Context: an optimization exercise on an open-source flow, tuned for small area, a short achievable clock period and few clock cycles. The choices shown serve that exercise and are no tape-out recipe.
Where RTL was checked, it was by simulation tests only, not by an equivalence proof against the original.
Power is estimated from default activity; no workload was simulated.

== v6 ==
// aoc_solver_top
module aoc_solver_top (
    input         clear,
    input         clock,
    input  [31:0] reg_wdata,
    input         reg_write_strobe,
    input  [3:0]  reg_addr,
    output [31:0] reg_rdata
);
Size in the first run: ~4400 cells after synthesis, ~0.040 mm2 of cells after synthesis.
==> module aoc_solver_top, before the edit <==
module aoc_solver_top (
    input         clear,
    input         clock,
    input  [31:0] reg_wdata,
    input         reg_write_strobe,
    input  [3:0]  reg_addr,
    output [31:0] reg_rdata
);
    reg       in_aw, in_dw, in_start;
    reg [9:0] in_a;
    always @(posedge clock) begin
        in_aw    <= ~clear & reg_write_strobe & (reg_addr == 4'd2);
        in_dw    <= ~clear & reg_write_strobe & (reg_addr == 4'd3);
        in_start <= ~clear & reg_write_strobe & (reg_addr == 4'd0) & reg_wdata[0];
        in_a     <= reg_wdata[9:0];
    end
    reg [4:0] off, ax, pr;
    reg       a_up, a_dn, b_up, b_dn;
    always @(posedge clock)
        if (clear) begin
            off  <= 5'd0;
            ax   <= 5'd0;
            pr   <= 5'd1;
            a_up <= 1'b1;
            a_dn <= 1'b0;
            b_up <= 1'b1;
            b_dn <= 1'b1;
        end else begin
            off  <= off + 5'd1;
            a_up <= off != 5'd30;
            a_dn <= off != 5'd31;
            b_up <= off != 5'd14;
            b_dn <= off != 5'd15;
            if (in_aw) begin
                ax <= in_a[4:0];
                pr <= in_a[9:5] + off + 5'd2;
            end else
                pr <= pr + 5'd1;
        end
    reg  [1023:0] ring;     
    wire [31:0]   outA, outB, rmA, rmB;
    wire          en;
    aoc_row_proc pa (.en(en),
        .up(ring[32*30 +: 32] & {32{a_up}}), .mid(ring[32*31 +: 32]),
        .dn(ring[0 +: 32] & {32{a_dn}}), .out(outA), .rm(rmA));
    aoc_row_proc pb (.en(en),
        .up(ring[32*14 +: 32] & {32{b_up}}), .mid(ring[32*15 +: 32]),
        .dn(ring[32*16 +: 32] & {32{b_dn}}), .out(outB), .rm(rmB));
    reg         pend_v, pend_d;
    always @(posedge clock) begin
        pend_v <= ~clear & in_dw & pr[0];
        pend_d <= in_a[0];
    end
    wire        wr_v    = (in_dw | pend_v) & ~pr[0];
    wire        wr_d    = in_dw ? in_a[0] : pend_d;
    wire [3:0]  wr_p    = pr[4:1];
    wire [31:0] col_sel = 32'd1 << ax;
    genvar p;
    generate
        for (p = 0; p < 32; p = p + 1) begin : g_row
            wire [31:0] prev;
            if (p == 0)       assign prev = outA;
            else if (p == 16) assign prev = outB;
            else              assign prev = ring[32*(p-1) +: 32];
            if (p % 2 == 0) begin : g_wr
                wire        rsel = wr_v & (wr_p == p / 2);
                wire [31:0] wsel = col_sel & {32{rsel}};
                always @(posedge clock)
                    ring[32*p +: 32] <= (prev & ~wsel) | ({32{wr_d}} & wsel);
            end else begin : g_nowr
                always @(posedge clock)
                    ring[32*p +: 32] <= prev;
            end
        end
    endgenerate
    wire [63:0] cin = {ring[32*30 +: 32], ring[32*14 +: 32]};
    wire [63:0] rmv = {rmA, rmB};
    reg  [2:0]  part [0:8];
    reg         part9;
    reg  [3:0]  ro;
    integer i;
    always @(posedge clock) begin
        for (i = 0; i < 9; i = i + 1)
            part[i] <= pop7(cin[7*i +: 7]);
        part9 <= cin[63];
        for (i = 0; i < 4; i = i + 1)
            ro[i] <= |rmv[16*i +: 16];
    end
    reg [5:0] q0, q1;
    reg [6:0] psum;
    reg       rq2;
    always @(posedge clock) begin
        q0   <= ((part[0] + part[1]) + (part[2] + part[3])) + part[4];
        q1   <= ((part[5] + part[6]) + (part[7] + part[8])) + part9;
        psum <= q0 + q1;
        rq2  <= |ro;
    end
    reg        solving, fin, done, blk0, cp, bq;
    reg [1:0]  vs;            
    reg [3:0]  bc;
    reg [10:0] bs, b0;
    wire       go     = vs[1] & ~fin;
    wire       bq_now = (bc == 4'd0) ? rq2 : (bq | rq2);
    assign en = solving;
    always @(posedge clock)
        if (clear) begin
            solving <= 1'b0;
            fin     <= 1'b0;
            done    <= 1'b0;
            blk0    <= 1'b1;
            cp      <= 1'b0;
            bq      <= 1'b0;
            vs      <= 2'd0;
            bc      <= 4'd0;
            bs      <= 11'd0;
            b0      <= 11'd0;
        end else begin
            vs <= {vs[0], solving & ~fin};
            if (in_start & ~solving & ~fin & ~done)
                solving <= 1'b1;
            cp <= go & blk0 & (bc == 4'd15);
            if (go) begin
                bc <= bc + 4'd1;
                bq <= bq_now;
                bs <= ((bc == 4'd0) ? 11'd0 : bs) + psum;
                if (bc == 4'd15) begin
                    blk0 <= 1'b0;
                    if (~bq_now) begin
                        solving <= 1'b0;
                        fin     <= 1'b1;
                    end
                end
            end
            if (fin & ~done) begin
                done <= 1'b1;
                b0   <= cp ? 11'd0 : (b0 - bs);
            end else if (cp)
                b0 <= bs;
        end
    function [2:0] pop7(input [6:0] b);
        reg c1, s1, c2, s2, c3, s3;
        begin
            {c1, s1} = b[0] + b[1] + b[2];
            {c2, s2} = b[3] + b[4] + b[5];
            {c3, s3} = s1 + s2 + b[6];
            pop7 = {2'b00, s3} + ({1'b0, c1} + c2 + c3) * 2;
        end
    endfunction
    assign reg_rdata = (reg_addr == 4'd1) ? {5'd0, b0, 15'd0, done} : 32'd0;
endmodule
==> module aoc_row_proc, before the edit <==
module aoc_row_proc (
    input         en,
    input  [31:0] up,
    input  [31:0] mid,
    input  [31:0] dn,
    output [31:0] out,
    output [31:0] rm
);
    wire [33:0] u  = {1'b0, up, 1'b0};
    wire [33:0] m  = {1'b0, mid, 1'b0};
    wire [33:0] d  = {1'b0, dn, 1'b0};
    wire [33:0] cs = u ^ m ^ d;
    wire [33:0] cc = (u & m) | (u & d) | (m & d);
    wire [32:0] cca = cc[32:0] & cc[33:1];
    wire [32:0] cco = cc[32:0] | cc[33:1];
    wire [32:0] csa = cs[32:0] & cs[33:1];
    wire [32:0] cso = cs[32:0] | cs[33:1];
    genvar x;
    generate
        for (x = 0; x < 32; x = x + 1) begin : g_col
            wire c_maj = cca[x] | cca[x+1] | (cc[x] & cc[x+2]);
            wire c_all = cca[x] & cca[x+1];
            wire c_any = cco[x] | cco[x+1];
            wire s_all = csa[x] & csa[x+1];
            wire s_any = cso[x] | cso[x+1];
            wire ge5   = (c_maj & s_any) | c_all | (c_any & s_all);
            assign rm[x] = en & mid[x] & ~ge5;
        end
    endgenerate
    assign out = mid & ~rm;
endmodule
clock: 5.0 ns
lec_check: 0
abc_area: 1
cap_margin: 20
core_margin: 2
core_utilization: 40
cts_cluster_diameter: 80
cts_cluster_size: 24
setup_slack_margin: 2.2
slew_margin: 20
run.sh (not shown) runs the stock make flow with config.mk's settings and CLKGATE_MAP_FILE= SYNTH_SCRIPT=/design/flow/synth_recipe.tcl, a recipe that flattens the netlist after the stock synthesis.
### v6 -> v7
-- flow/design.v --
<<< v6, line 52
        pend_d <= in_a[0];
    end
    wire        wr_v    = (in_dw | pend_v) & ~pr[0];
    wire        wr_d    = in_dw ? in_a[0] : pend_d;
    wire [3:0]  wr_p    = pr[4:1];
    wire [31:0] col_sel = 32'd1 << ax;
    genvar p;
    generate
>>> v7, line 52
        pend_d <= in_a[0];
    end
    wire        wr_d    = in_dw ? in_a[0] : pend_d;
    wire [31:0] col_sel = 32'd1 << ax;
    wire        dw_next = ~clear & reg_write_strobe & (reg_addr == 4'd3);
    wire        pv_next = ~clear & in_dw & pr[0];
    wire [4:0]  pr_next = clear ? 5'd1 : in_aw ? (in_a[9:5] + off + 5'd2) : (pr + 5'd1);
    reg  [15:0] rs;
    always @(posedge clock)
        rs <= ((dw_next | pv_next) & ~pr_next[0]) ? (16'd1 << pr_next[4:1]) : 16'd0;
    genvar p;
    generate
<<< v6, line 64
            else              assign prev = ring[32*(p-1) +: 32];
            if (p % 2 == 0) begin : g_wr
                wire        rsel = wr_v & (wr_p == p / 2);
                wire [31:0] wsel = col_sel & {32{rsel}};
                always @(posedge clock)
>>> v7, line 68
            else              assign prev = ring[32*(p-1) +: 32];
            if (p % 2 == 0) begin : g_wr
                wire        rsel = rs[p / 2];
                wire [31:0] wsel = col_sel & {32{rsel}};
                always @(posedge clock)
<<< v6, line 87
            ro[i] <= |rmv[16*i +: 16];
    end
    reg [5:0] q0, q1;
    reg [6:0] psum;
    reg       rq2;
    always @(posedge clock) begin
        q0   <= ((part[0] + part[1]) + (part[2] + part[3])) + part[4];
        q1   <= ((part[5] + part[6]) + (part[7] + part[8])) + part9;
        psum <= q0 + q1;
        rq2  <= |ro;
    end
>>> v7, line 91
            ro[i] <= |rmv[16*i +: 16];
    end
    reg [4:0] q0, q1, q2;
    reg [6:0] psum;
    reg       rq2;
    always @(posedge clock) begin
        q0   <= (part[0] + part[1]) + part[2];
        q1   <= (part[3] + part[4]) + part[5];
        q2   <= (part[6] + part[7]) + (part[8] + part9);
        psum <= (q0 + q1) + q2;
        rq2  <= |ro;
    end
<<< v6, line 162
    wire [33:0] cs = u ^ m ^ d;
    wire [33:0] cc = (u & m) | (u & d) | (m & d);
    wire [32:0] cca = cc[32:0] & cc[33:1];
    wire [32:0] cco = cc[32:0] | cc[33:1];
    wire [32:0] csa = cs[32:0] & cs[33:1];
    wire [32:0] cso = cs[32:0] | cs[33:1];
    genvar x;
    generate
        for (x = 0; x < 32; x = x + 1) begin : g_col
            wire c_maj = cca[x] | cca[x+1] | (cc[x] & cc[x+2]);
            wire c_all = cca[x] & cca[x+1];
            wire c_any = cco[x] | cco[x+1];
            wire s_all = csa[x] & csa[x+1];
            wire s_any = cso[x] | cso[x+1];
            wire ge5   = (c_maj & s_any) | c_all | (c_any & s_all);
            assign rm[x] = en & mid[x] & ~ge5;
        end
>>> v7, line 167
    wire [33:0] cs = u ^ m ^ d;
    wire [33:0] cc = (u & m) | (u & d) | (m & d);
    genvar x;
    generate
        for (x = 0; x < 32; x = x + 1) begin : g_col
            wire c0 = cc[x], c1 = cc[x+1], c2 = cc[x+2];
            wire s0 = cs[x], s1 = cs[x+1], s2 = cs[x+2];
            wire ge5 = (((c0 & c1) | (c0 & c2) | (c1 & c2)) & (s0 | s1 | s2 | (c0 & c1 & c2)))
                     | ((c0 | c1 | c2) & s0 & s1 & s2);
            assign rm[x] = en & mid[x] & ~ge5;
        end
==> comparison <==
Comparing v7 and v6, the lower relative contribution of the clock network to total power is on v6. Re core box area: v6 was lower than v7. | CTS clock-pin slew for the worst setup and hold paths | v7 vs v6 | ≈ equal |. Combinational group power ends up higher on v7. Looking at post-route worst setup slack, v7 sits 0.029 ns higher than v6 does. v6 -> v7: area share of xor/xnor cells in the synthesized design flat. Compared with v6, v7 shows longest individual stage delay on the worst path lower by 0.37 ns. Changes observed in v7 relative to v6: die area moved up; mapped cell area moved up.
Testbench counts of v7, summed over its fixed seeds: cycles 148,160.
The RTL of v6 was laid out without a check of its function.


## maple
aoc_solver_top, a different RTL version from the one above (not shown whole).
Size: roughly 4900 cells after synthesis, roughly 1100 flip-flops, roughly 71 I/O pins, roughly 42000 um2 of cells after synthesis.
==> module aoc_solver_top, before the edit <==
module aoc_solver_top (
    input         clear,
    input         clock,
    input  [31:0] reg_wdata,
    input         reg_write_strobe,
    input  [3:0]  reg_addr,
    output [31:0] reg_rdata
);
    wire in_aw    = ~clear & reg_write_strobe & (reg_addr == 4'd2);
    wire in_dw    = ~clear & reg_write_strobe & (reg_addr == 4'd3);
    wire in_start = ~clear & reg_write_strobe & (reg_addr == 4'd0) & reg_wdata[0];
    wire [9:0] in_a = reg_wdata[9:0];
    reg [4:0] off, ax, pr;
    reg       a_up, a_dn, b_up, b_dn;
    always @(posedge clock)
        if (clear) begin
            off  <= 5'd0;
            ax   <= 5'd0;
            pr   <= 5'd1;
            a_up <= 1'b1;
            a_dn <= 1'b0;
            b_up <= 1'b1;
            b_dn <= 1'b1;
        end else begin
            off  <= off + 5'd1;
            a_up <= off != 5'd30;
            a_dn <= off != 5'd31;
            b_up <= off != 5'd14;
            b_dn <= off != 5'd15;
            if (in_aw) begin
                ax <= in_a[4:0];
                pr <= in_a[9:5] + off + 5'd2;
            end else
                pr <= pr + 5'd1;
        end
    reg  [1023:0] ring;     
    wire [31:0]   outA, outB, rmA, rmB;
    wire          en;
    aoc_row_proc pa (.en(en),
        .up(ring[32*30 +: 32] & {32{a_up}}), .mid(ring[32*31 +: 32]),
        .dn(ring[0 +: 32] & {32{a_dn}}), .out(outA), .rm(rmA));
    aoc_row_proc pb (.en(en),
        .up(ring[32*14 +: 32] & {32{b_up}}), .mid(ring[32*15 +: 32]),
        .dn(ring[32*16 +: 32] & {32{b_dn}}), .out(outB), .rm(rmB));
    reg         pend_v, pend_d;
    always @(posedge clock) begin
        pend_v <= ~clear & in_dw & pr[0];
        pend_d <= in_a[0];
    end
    wire        wr_v    = (in_dw | pend_v) & ~pr[0];
    wire        wr_d    = in_dw ? in_a[0] : pend_d;
    wire [3:0]  wr_p    = pr[4:1];
    wire [31:0] col_sel = 32'd1 << ax;
    genvar p;
    generate
        for (p = 0; p < 32; p = p + 1) begin : g_row
            wire [31:0] prev;
            if (p == 0)       assign prev = outA;
            else if (p == 16) assign prev = outB;
            else              assign prev = ring[32*(p-1) +: 32];
            if (p % 2 == 0) begin : g_wr
                wire        rsel = wr_v & (wr_p == p / 2);
                wire [31:0] wsel = col_sel & {32{rsel}};
                always @(posedge clock)
                    ring[32*p +: 32] <= (prev & ~wsel) | ({32{wr_d}} & wsel);
            end else begin : g_nowr
                always @(posedge clock)
                    ring[32*p +: 32] <= prev;
            end
        end
    endgenerate
    wire [63:0] cin = {ring[32*30 +: 32], ring[32*14 +: 32]};
    wire [63:0] rmv = {rmA, rmB};
    reg  [2:0]  part [0:8];
    reg         part9;
    reg  [3:0]  ro;
    integer i;
    always @(posedge clock) begin
        for (i = 0; i < 9; i = i + 1)
            part[i] <= pop7(cin[7*i +: 7]);
        part9 <= cin[63];
        for (i = 0; i < 4; i = i + 1)
            ro[i] <= |rmv[16*i +: 16];
    end
    reg [5:0] q0, q1;
    reg [6:0] psum;
    reg       rq2;
    always @(posedge clock) begin
        q0   <= ((part[0] + part[1]) + (part[2] + part[3])) + part[4];
        q1   <= ((part[5] + part[6]) + (part[7] + part[8])) + part9;
        psum <= q0 + q1;
        rq2  <= |ro;
    end
    reg        solving, fin, done, blk0, cp, bq;
    reg [1:0]  vs;            
    reg [3:0]  bc;
    reg [10:0] bs, b0;
    wire       go     = vs[1] & ~fin;
    wire       bq_now = (bc == 4'd0) ? rq2 : (bq | rq2);
    assign en = solving;
    always @(posedge clock)
        if (clear) begin
            solving <= 1'b0;
            fin     <= 1'b0;
            done    <= 1'b0;
            blk0    <= 1'b1;
            cp      <= 1'b0;
            bq      <= 1'b0;
            vs      <= 2'd0;
            bc      <= 4'd0;
            bs      <= 11'd0;
            b0      <= 11'd0;
        end else begin
            vs <= {vs[0], solving & ~fin};
            if (in_start & ~solving & ~fin & ~done)
                solving <= 1'b1;
            cp <= go & blk0 & (bc == 4'd15);
            if (go) begin
                bc <= bc + 4'd1;
                bq <= bq_now;
                bs <= ((bc == 4'd0) ? 11'd0 : bs) + psum;
                if (bc == 4'd15) begin
                    blk0 <= 1'b0;
                    if (~bq_now) begin
                        solving <= 1'b0;
                        fin     <= 1'b1;
                    end
                end
            end
            if (fin & ~done) begin
                done <= 1'b1;
                b0   <= cp ? 11'd0 : (b0 - bs);
            end else if (cp)
                b0 <= bs;
        end
    function [2:0] pop7(input [6:0] b);
        reg c1, s1, c2, s2, c3, s3;
        begin
            {c1, s1} = b[0] + b[1] + b[2];
            {c2, s2} = b[3] + b[4] + b[5];
            {c3, s3} = s1 + s2 + b[6];
            pop7 = {2'b00, s3} + ({1'b0, c1} + c2 + c3) * 2;
        end
    endfunction
    assign reg_rdata = (reg_addr == 4'd1) ? {5'd0, b0, 15'd0, done} : 32'd0;
endmodule
clock: 5.0 ns
lec_check: 0
abc_area: 1
cap_margin: 20
core_margin: 2
core_utilization: 40
cts_cluster_diameter: 80
cts_cluster_size: 24
setup_slack_margin: 2.2
slew_margin: 20
#### Input delta (oak over maple)
--- a/flow/design.v
+++ b/flow/design.v
@@ -4,14 +4,18 @@
     input  [31:0] reg_wdata,
     input         reg_write_strobe,
     input  [3:0]  reg_addr,
     output [31:0] reg_rdata
 );
-    wire in_aw    = ~clear & reg_write_strobe & (reg_addr == 4'd2);
-    wire in_dw    = ~clear & reg_write_strobe & (reg_addr == 4'd3);
-    wire in_start = ~clear & reg_write_strobe & (reg_addr == 4'd0) & reg_wdata[0];
-    wire [9:0] in_a = reg_wdata[9:0];
+    reg       in_aw, in_dw, in_start;
+    reg [9:0] in_a;
+    always @(posedge clock) begin
+        in_aw    <= ~clear & reg_write_strobe & (reg_addr == 4'd2);
+        in_dw    <= ~clear & reg_write_strobe & (reg_addr == 4'd3);
+        in_start <= ~clear & reg_write_strobe & (reg_addr == 4'd0) & reg_wdata[0];
+        in_a     <= reg_wdata[9:0];
+    end
     reg [4:0] off, ax, pr;
     reg       a_up, a_dn, b_up, b_dn;
     always @(posedge clock)
         if (clear) begin
             off  <= 5'd0;
@@ -40,19 +44,25 @@
         .up(ring[32*30 +: 32] & {32{a_up}}), .mid(ring[32*31 +: 32]),
         .dn(ring[0 +: 32] & {32{a_dn}}), .out(outA), .rm(rmA));
     aoc_row_proc pb (.en(en),
         .up(ring[32*14 +: 32] & {32{b_up}}), .mid(ring[32*15 +: 32]),
         .dn(ring[32*16 +: 32] & {32{b_dn}}), .out(outB), .rm(rmB));
-    reg         pend_v, pend_d;
+    reg       pend_v, pend_d;
+    reg [4:0] pend_x;
+    reg [3:0] pend_p;
     always @(posedge clock) begin
         pend_v <= ~clear & in_dw & pr[0];
         pend_d <= in_a[0];
+        pend_x <= ax;
+        pend_p <= pr[4:1] + 4'd1;
     end
-    wire        wr_v    = (in_dw | pend_v) & ~pr[0];
-    wire        wr_d    = in_dw ? in_a[0] : pend_d;
-    wire [3:0]  wr_p    = pr[4:1];
-    wire [31:0] col_sel = 32'd1 << ax;
+    wire        now_v   = in_dw & ~pr[0];
+    wire        wr_v    = now_v | pend_v;
+    wire        wr_d    = now_v ? in_a[0] : pend_d;
+    wire [4:0]  wr_x    = now_v ? ax : pend_x;
+    wire [3:0]  wr_p    = now_v ? pr[4:1] : pend_p;
+    wire [31:0] col_sel = 32'd1 << wr_x;
     genvar p;
     generate
         for (p = 0; p < 32; p = p + 1) begin : g_row
             wire [31:0] prev;
             if (p == 0)       assign prev = outA;
Results
- Sort maple and oak by leakage power total asc -> top: maple
- Compared with maple, in oak design area now sits higher; area added between synthesis and finish now sits higher; global-route wire length before repair now sits lower; flip-flop and latch share of the layout cell area now sits lower; worst setup slack now sits at about the same level.
- oak vs. maple: area share of and/or/nand/nor cells after synthesis went up by 4.3 points.
- Taking maple as the reference, in oak power share of the clock group ~0 delta; final core utilization +0.44 points.
- Synthesized area for oak is higher than for maple.
- On arrival time reported for the critical path endpoint, maple tracks oak almost exactly.
Testbench counts of oak, summed over its fixed seeds: cycles 148,160.
No functional check of the RTL was part of maple.

[port drivers added, routing unchanged]
The results above use ideal ports. As a check the final layouts listed here were re-extracted and re-timed, cells and wires unchanged.
Step 1: set_driving_cell puts a clkbuf_16 on clock and a buf_2 on each other input, an assumption about the parent block.
Step 2 times the ports against the registers' clock, not the clock port: input delays grow and output delays shrink by t, the midpoint of the rising clock arrivals with the driver on.
Three values: ideal ports, drivers, drivers and shift; two values: the first two.
run	shift t [ns]	slack for setup (ns)	hold WS [ns]	worst register clock-pin slew, ns	worst slew at a driven data input, ns
v6	0.718	2.135 / 2.135 / 2.135	0.313 / 0.313 / 0.313	0.10 / 0.10	0.05
v7	0.714	2.164 / 2.127 / 1.969	0.306 / 0.306 / 0.306	0.10 / 0.10	0.05
maple	0.720	2.206 / 2.206 / 1.573	0.309 / 0.309 / 0.309	0.10 / 0.10	0.04
oak	0.741	2.205 / 2.205 / 2.205	0.316 / 0.316 / 0.316	0.10 / 0.10	0.04
After both steps setup and hold are still met in every run listed. For maple, which loses most, drivers alone change the setup slack by 0.000 ns; drivers and shift together by -0.633 ns.
